This design comes from an exercise in tuning for small area and a short achievable clock period on the open sky130 flow, not from production work. The RTL was checked by simulation tests, not by an equivalence proof against the original design.

==> flow/design.v <==
module Chevychev_highpass (
    data_in, data_out, clk, rst
);
  output[17:0] data_out;
    input[7:0] data_in;
    input clk, rst;
    parameter b0 = 8'b10000001;
    parameter b1 = 8'b01110110;
    parameter b2 = 8'b10100100;
    parameter b3 = 8'b00101011;
    parameter b4 = 8'b11111111;
    parameter b5 = 8'b00000000;
    parameter b6 = 8'b11010100;
    parameter b7 = 8'b01011011;
    parameter b8 = 8'b10001001;
    parameter b9 = 8'b01111110;
    parameter a1 = 8'b00000000;
    parameter a2 = 8'b11111111;
    parameter a3 = 8'b00010010;
    parameter a4 = 8'b10111110;
    parameter a5 = 8'b01011101;
    parameter a6 = 8'b01110011;
    parameter a7 = 8'b01100100;
    parameter a8 = 8'b01010101;
    parameter a9 = 8'b01010101;
    wire[17:0] data_feedforward;
    wire[17:0] data_feedback;
    reg[17:0] ff_data[1:9];
    reg[17:0] fb_data[1:9];
    assign data_feedforward = b0*data_in+b1*ff_data[1]+b2*ff_data[2]+b3*ff_data[3]+b4*ff_data[4]+b5*ff_data[5]+b6*ff_data[6]+b7*ff_data[7]+b8*ff_data[8]+b9*ff_data[9];
    assign data_feedback = a1*fb_data[1]+a2*fb_data[2]+a3*fb_data[3]+a4*fb_data[4]+a5*fb_data[5]+a6*fb_data[6]+a7*fb_data[7]+a8*fb_data[8]+a9*fb_data[9];
    assign data_out = (data_feedforward - data_feedback);
    integer k;
    always @ (posedge clk)
        if (rst==1)
        begin
            for (k=1;k<=9;k=k+1)
            begin
                ff_data[k]<=0;
                fb_data[k]<=0;
            end
        end
        else
        begin
            ff_data[1]<=data_in;
            fb_data[1]<=data_out;
            for (k=2;k<=9;k=k+1)
            begin
                ff_data[k]<=ff_data[k-1];
                fb_data[k]<=fb_data[k-1];
            end
        end
endmodule
==> flow/run.sh <==
#!/bin/bash
# synth_recipe.tcl (not shown) runs the flow's synth.tcl, then flattens the netlist and writes it again
# the make line also repeats each setting of config.mk as NAME=value (left out here)
make -C /OpenROAD-flow-scripts/flow DESIGN_CONFIG=/design/flow/config.mk WORK_HOME=/design/flow/orfs CLKGATE_MAP_FILE= SYNTH_SCRIPT=/design/flow/synth_recipe.tcl finish
==> flow/config.mk <==
export PLATFORM = sky130hd
export DESIGN_NAME = Chevychev_highpass
export DESIGN_NICKNAME = Chevychev_highpass
export VERILOG_FILES = /design/flow/design.v
export SDC_FILE = /design/flow/constraint.sdc
export NUM_CORES = 4
export LEC_CHECK = 0
export CAP_MARGIN = 20
export CORE_MARGIN = 2
export CORE_UTILIZATION = 40
export SLEW_MARGIN = 20
==> flow/constraint.sdc <==
create_clock -name core_clock -period 16.0 [get_ports {clk}]
set_input_delay 3.2000 -clock core_clock [delete_from_list [all_inputs] [get_ports {clk}]]
set_output_delay 3.2000 -clock core_clock [all_outputs]
set_load 0.01 [all_outputs]
==> flow_summary.ini, run 1 <==
[synth]
synth_area_mm2 = 0.03253
synth_seq_cells = 234
avgSynthCellArea_um2 = 10.64
yosysUniqueCellTypes = 38
synthesis.nets = 4276
synthArstFlopShare_pct = 0
synth-edff-count = 0
synth-main-ff-cell = dfxtp_1
ys_seq_area_share_pct = 14.40
syn-instance-count = 3057
yosysWarnings = 3

[floorplanning]
die_w_um = 289.2
core_mm2 = 0.08055
floorplan.initialDensity_pct = 40.38
dieArea_mm2 = 0.08362
fp.dieH_um = 289.2
rows = 104
ios = 28

[worst_setup_path]
path_class = reg -> out
cp_top_family = adder cells
critPathBufInv = 7
path_common_cell = fa_1
slowest_stage = fa_1
startpoint = fb_data[4][2]$_SDFF_PP0_
endpoint_kind = output port
critPathMaxFanout = 4
crit_path_max_incr_delay_ns = 0.55
worstReg2RegStart = fb_data[4][2]$_SDFF_PP0_
crit_arrival_ns = 12.18
cp-start-kind = flip-flop
cp.required_ns = 12.80

[clock_network]
clock-sinks = 234
cts_hold_buf = 0
htreeDepth = 2
cts_root_buf = clkbuf_16
post_cts_buffers = 0
cts_buffers = 34
cts.path.max_buffers = 3
cts_tree = built
clk_pin_slew_ns = 0.05
insertion_delay_ns = 0.57
post_cts_resized = 3

[routing]
drcViolationCount = 0
routed_wirelength_mm = 72.90
routed_via_density = 4.464
wl_per_cell_um = 17.43
dr.pass1.iters = 5
via_count = 18670
ant_nets = 0
drt-initial-drc-count = 956

[place]
post_dp_cell_area_mm2 = 0.03406
dp_slack_ns = 0.5701
placement.io_buffers = 27
gp_congestion = 0.8780
hpwlAfterDp_mm = 64.42
place_inst = 4121

[final_layout]
final_area_mm2 = 0.03535
final_core_util_pct = 43.89
stdcell_count = 4183
area_growth_pct = 8.682
fillCellCount = 7705
finalNetCount = 4316
final_cell_mix = 980 x inv_1, 667 x fa_1, 542 x ha_1
layout-drive-gt1-share_pct = 2.370
n_antenna_cell = 0
layout_commonest_cell = inv_1

[worst_hold_path]
hp-class = reg -> reg
hold_start = fb_data[1][9]$_SDFF_PP0_

[grt]
grt_max_degree = 94
grt_pass1_vias = 20990
grt_usage_pct = 19.20
antenna_found_initial = 7
overflow = 0
grt_first_pass_wirelength_mm = 120.3

[outcome]
status = complete, no violations

[sta]
fin_crit_ns = 15.38
slew_viol_final = 0
finalCritPeriodShare_pct = 96.16
clock_skew_ns = 0.03730
holdWs_ns = 0.4314
timing.slew.headroom_pct = 36.96
setup_tns_ns = 0
worst_slew_pin_slew_ns = 0.9389
fin_ws_ns = 0.6152
fmax_mhz = 65.00
rsz0062_at_grt = no
setup_viol = 0
hold_viol_final = 0

[job]
cap_violations = 0
-- synth_stat cells, drive strengths merged (2+ instances only) --
library cell  count  share of area, %
inv             981                11
ha              542                21
xnor2           130               3.5
fa              667                41
o21bai           24              0.55
xor2             30              0.81
o2111ai           2             0.054
o21ai            24              0.37
nor2b           175               3.4
a21o             13              0.30
nand2b           10              0.19
a21oi            59              0.91
nor2             88               1.0
nand3             5             0.077
dfxtp           234                14
or2               2             0.038
a21boi            2             0.046
nand2            17              0.20
o41a              2             0.069
buf               5             0.058
nor3              5             0.077
o21a              6              0.14
clkbuf           22              0.25
-- worst register-to-register path, delay by kind of cell (launching register included) --
| kind | cells | cell delay (ns) |
|---|---|---|
| simple gates | 2 | 0.60 |
| buf+inv | 6 | 0.52 |
| compound gates | 7 | 1.20 |
| xor+xnor | 11 | 2.11 |
| flops | 1 | 0.42 |
| fa+ha+maj | 15 | 6.70 |
-- layout make-up --
class	count	area (µm²)	share of cell area [%]
multi-input cells	1815	24060	68.07
flip-flops and latches	234	4687	13.26
inverters	981	3682	10.42
well taps	1060	1326	3.752
clock buffers	40	913.4	2.584
clock inverters	22	372.9	1.055
repair buffers	31	306.5	0.8671
-- worst paths after layout --
check	endpoint	slack [ns]	depth (start not counted)
worst max register to register	fb_data[1][17]$_SDFF_PP0_	4.35	41
worst max-delay path	data_out[17]	0.62	41
worst min-delay path	fb_data[2][9]$_SDFF_PP0_	0.43	1
worst min register to register	fb_data[2][9]$_SDFF_PP0_	0.43	1
-- state kept, by name, indices dropped and copies added (netlist names) --
signal,count
ff_data,72
fb_data,162
-- per-layer routing --
layer	share of wire [%]	vias to the layer above	routed length, µm	global-route usage [%]
li1	-	9029	-	-
met1	48	9356	34940	27.36
met2	46	214	33780	31.08
met3	2.8	74	2037	2.055
met4	2.9	0	2135	5.438
met5	0	-	0	0
-- kinds of logic (layout without fill, tap and decap cells) --
| kind of cell | Yosys count | in the layout | share of synthesized area [%] |
|---|---|---|---|
| xor gates and xnor gates | 161 | 161 | 4.400 |
| buffers and inverters | 1008 | 1074 | 11.63 |
| DFF | 234 | 234 | 14.40 |
| AOI/OAI and AO/OA | 140 | 140 | 2.646 |
| and+or+nand+nor | 305 | 305 | 5.023 |
| adders and majority gates | 1209 | 1209 | 61.90 |
==> inputs of run 2 (changes only) <==
==> flow/design.v (replaced) <==
module Chevychev_highpass (
    data_in, data_out, clk, rst
);
    output [17:0] data_out;
    input  [7:0]  data_in;
    input         clk, rst;
    reg  [7:0]  X;
    reg  [17:0] Y;
    reg  [17:0] w1, w2, w3, w4, w5, w6, w7, w8;
    wire [17:0] x18 = {10'd0, data_in};
    wire [17:0] X18 = {10'd0, X};
    assign data_out = 18'd129 * x18 + 18'd118 * X18 + w1;
    always @(posedge clk) begin
        if (rst) begin
            X <= 0; Y <= 0;
            w1 <= 0; w2 <= 0; w3 <= 0; w4 <= 0;
            w5 <= 0; w6 <= 0; w7 <= 0; w8 <= 0;
        end else begin
            X  <= data_in;
            Y  <= data_out;
            w1 <= 18'd164 * X18 - 18'd255 * Y + w2;
            w2 <= 18'd43  * X18 - 18'd18  * Y + w3;
            w3 <= 18'd255 * X18 - 18'd190 * Y + w4;
            w4 <=                 - 18'd93  * Y + w5;
            w5 <= 18'd212 * X18 - 18'd115 * Y + w6;
            w6 <= 18'd91  * X18 - 18'd100 * Y + w7;
            w7 <= 18'd137 * X18 - 18'd85  * Y + w8;
            w8 <= 18'd126 * X18 - 18'd85  * Y;
        end
    end
endmodule
==> flow_summary.ini, run 2 <==
[routing]
drcViolationCount = 0
dr.pass1.iters = 5
drt-initial-drc-count = 1209
routed_wirelength_mm = 84.52
via_count = 21720
routed_via_density = 4.933
wl_per_cell_um = 19.20
ant_nets = 0

[grt]
grt_max_degree = 107
grt_pass1_vias = 22540
overflow = 0
grt_usage_pct = 22.39
grt_first_pass_wirelength_mm = 132.1
antenna_found_initial = 1

[job]
cap_violations = 0

[final_layout]
final_core_util_pct = 43.23
layout-drive-gt1-share_pct = 2.589
layout_commonest_cell = inv_1
finalNetCount = 4438
final_cell_mix = 856 x inv_1, 618 x ha_1, 461 x fa_1
area_growth_pct = 7.564

[synth]
syn-instance-count = 3289
synthTopCellsByCount = 856 x inv_1, 618 x ha_1, 461 x fa_1, 188 x nor2_1, 170 x dfxtp_1
synth_area_mm2 = 0.03098
yosysWarnings = 1
yosys.area.top_type = fa_1
synth-edff-count = 0
avgSynthCellArea_um2 = 9.420
synthArstFlopShare_pct = 0
netlist_top_cells_area = fa_1 30%, ha_1 25%, dfxtp_1 11%, inv_1 10%, xnor2_1 4.1%
synthesis.nets = 4378
synth.top_cell.area_share_pct = 29.79
synth-main-ff-cell = dfxtp_1
yosysMostFrequentCell = inv_1
yosysUniqueCellTypes = 71
synth_seq_cells = 170
ys_seq_area_share_pct = 10.98

[place]
placement.io_buffers = 27
hpwlAfterDp_mm = 70.66
gp_congestion = 0.9249
dp_slack_ns = 4.363

[floorplanning]
dieArea_mm2 = 0.07970
fp.dieH_um = 282.3
core_mm2 = 0.07708
die_w_um = 282.3
ios = 28
rows = 102
floorplan.initialDensity_pct = 40.19

[sta]
worst_slew_pin_slew_ns = 1.141
hold_viol_final = 0
fin_ws_ns = 4.404
clock_skew_ns = 0.01546
setup_tns_ns = 0
finalCritPeriodShare_pct = 72.48
setup_viol = 0
fin_crit_ns = 11.60
fmax_mhz = 86.23
rsz0062_at_grt = no
timing.slew.headroom_pct = 23.33
slew_viol_final = 0

[clock_network]
clk_pin_slew_ns = 0.08
clock-sinks = 170
cts_hold_buf = 0
cts.path.max_buffers = 2
post_cts_resized = 0
post_cts_buffers = 0
cts_tree = built
htreeDepth = 4
cts_buffers = 17
insertion_delay_ns = 0.51
cts_root_buf = clkbuf_16

[outcome]
status = complete, no violations

[worst_setup_path]
reg2reg_depth = 27
crit_arrival_ns = 8.40
path_class = in -> out
endpoint_kind = output port
startpoint = data_in[1]
critPathMaxFanout = 3
cp.required_ns = 12.80
worstReg2RegStart = Y[1]$_SDFF_PP0_
cp-start-kind = input port

[worst_hold_path]
hold-path-cell-count = 3
hold_start = w6[0]$_SDFF_PP0_
hp-class = reg -> reg
[run 2: cell types whose count changed after synthesis, sizes merged, moves of 63 or more]
cell	change
ha	+76
inv	-125
nor2	+100
dfxtp	-64
nor2b	-121
o21ai	+63
fa	-206
[run 2: area by class of cell]
class                           instances  area, µm²
Fill cell                            7691      43760
Sequential cell                       170       3405
Tap cell                             1040       1301
Clock inverter                         14      152.6
Timing Repair Buffer                   60      531.8
Clock buffer                           17      425.4
Antenna cell                            1      2.502
Multi-Input combinational cell       2244      24290
Inverter                              856       3213
[run 2: through the flow]
| stage | area [µm²] | cells | hold WS, ns |
|---|---|---|---|
| 2_1_floorplan | 30980 | 3289 | 0.5039 |
| 3_3_place_gp | 32750 | 4370 | 0.5103 |
| 3_5_place_dp | 32750 | 4370 | 0.5260 |
| 4_1_cts | 33320 | 4401 | 0.5453 |
| 5_1_grt | 33320 | 4401 | 0.5711 |
| 6_report | 33330 | 4402 | 0.5375 |
[run 2: kinds of logic after synthesis]
family | share of synthesized area, %
AO/OA/AOI/OAI | 8.178
XOR/XNOR | 6.663
adder cells (fa/ha/maj) | 54.75
buffers and inverters | 10.60
flip-flops | 10.98
multiplexers | 0.3433
AND/OR/NAND/NOR | 8.485
[run 2: final timing paths]
check                                          to  slack (ns)
worst min register to register   w5[0]$_SDFF_PP0_        0.54
worst min-delay path             w5[0]$_SDFF_PP0_        0.54
worst max register to register  w3[16]$_SDFF_PP0_        7.02
worst max-delay path                 data_out[16]        4.40
[run 2: metal layers]
layer	vias to the layer above	global-route usage, %	wire length (µm)
met3	76	3.337	4488
met4	0	6.539	2171
met2	444	36.75	39740
li1	10500	-	-
met1	10700	30.57	38120
met5	-	0	0
[run 2: critical path: stages]
cell,delay [ns]
clkdlybuf4s50_1,0.48
ha_1,0.22
ha_1,0.29
ha_1,0.17
inv_1,0.07
fa_1,0.43
fa_1,0.49
inv_1,0.06
fa_1,0.40
a21o_1,0.20
a21oi_1,0.29
o21a_1,0.19
o31ai_1,0.12
o41ai_1,0.49
o21ai_1,0.17
xor2_1,0.48
clkdlybuf4s50_1,0.64

[what the ideal ports hide]
No port has a modelled driver above. Below, the same layouts with a new extraction and two added sets of constraints. Step 1 (the two cells are an assumption about what drives the block):
set clk [get_ports {clk}]
set_driving_cell -lib_cell sky130_fd_sc_hd__clkbuf_16 $clk
set_driving_cell -lib_cell sky130_fd_sc_hd__buf_2 [delete_from_list [all_inputs] $clk]
Step 2 times the ports against the registers' clock, not the clock port: input delays grow and output delays shrink by t, the midpoint of the rising clock arrivals with the driver on. a / b / c = ideal / step 1 / step 2; a / b = the first two.
| run | shift t [ns] | slack for setup (ns) | latest minus earliest clock arrival (ns) | cell pins on the clock port's net |
|---|---|---|---|---|
| run 1 | 0.621 | 0.615 / 0.548 / 1.082 | 0.039 / 0.039 | 1 |
| run 2 | 0.573 | 4.404 / 4.382 / 4.382 | 0.018 / 0.017 | 1 |
After both steps every run listed still meets setup and hold. The setup slack of run 2, which loses most, moves by -0.022 ns with the drivers and by -0.022 ns with both steps.
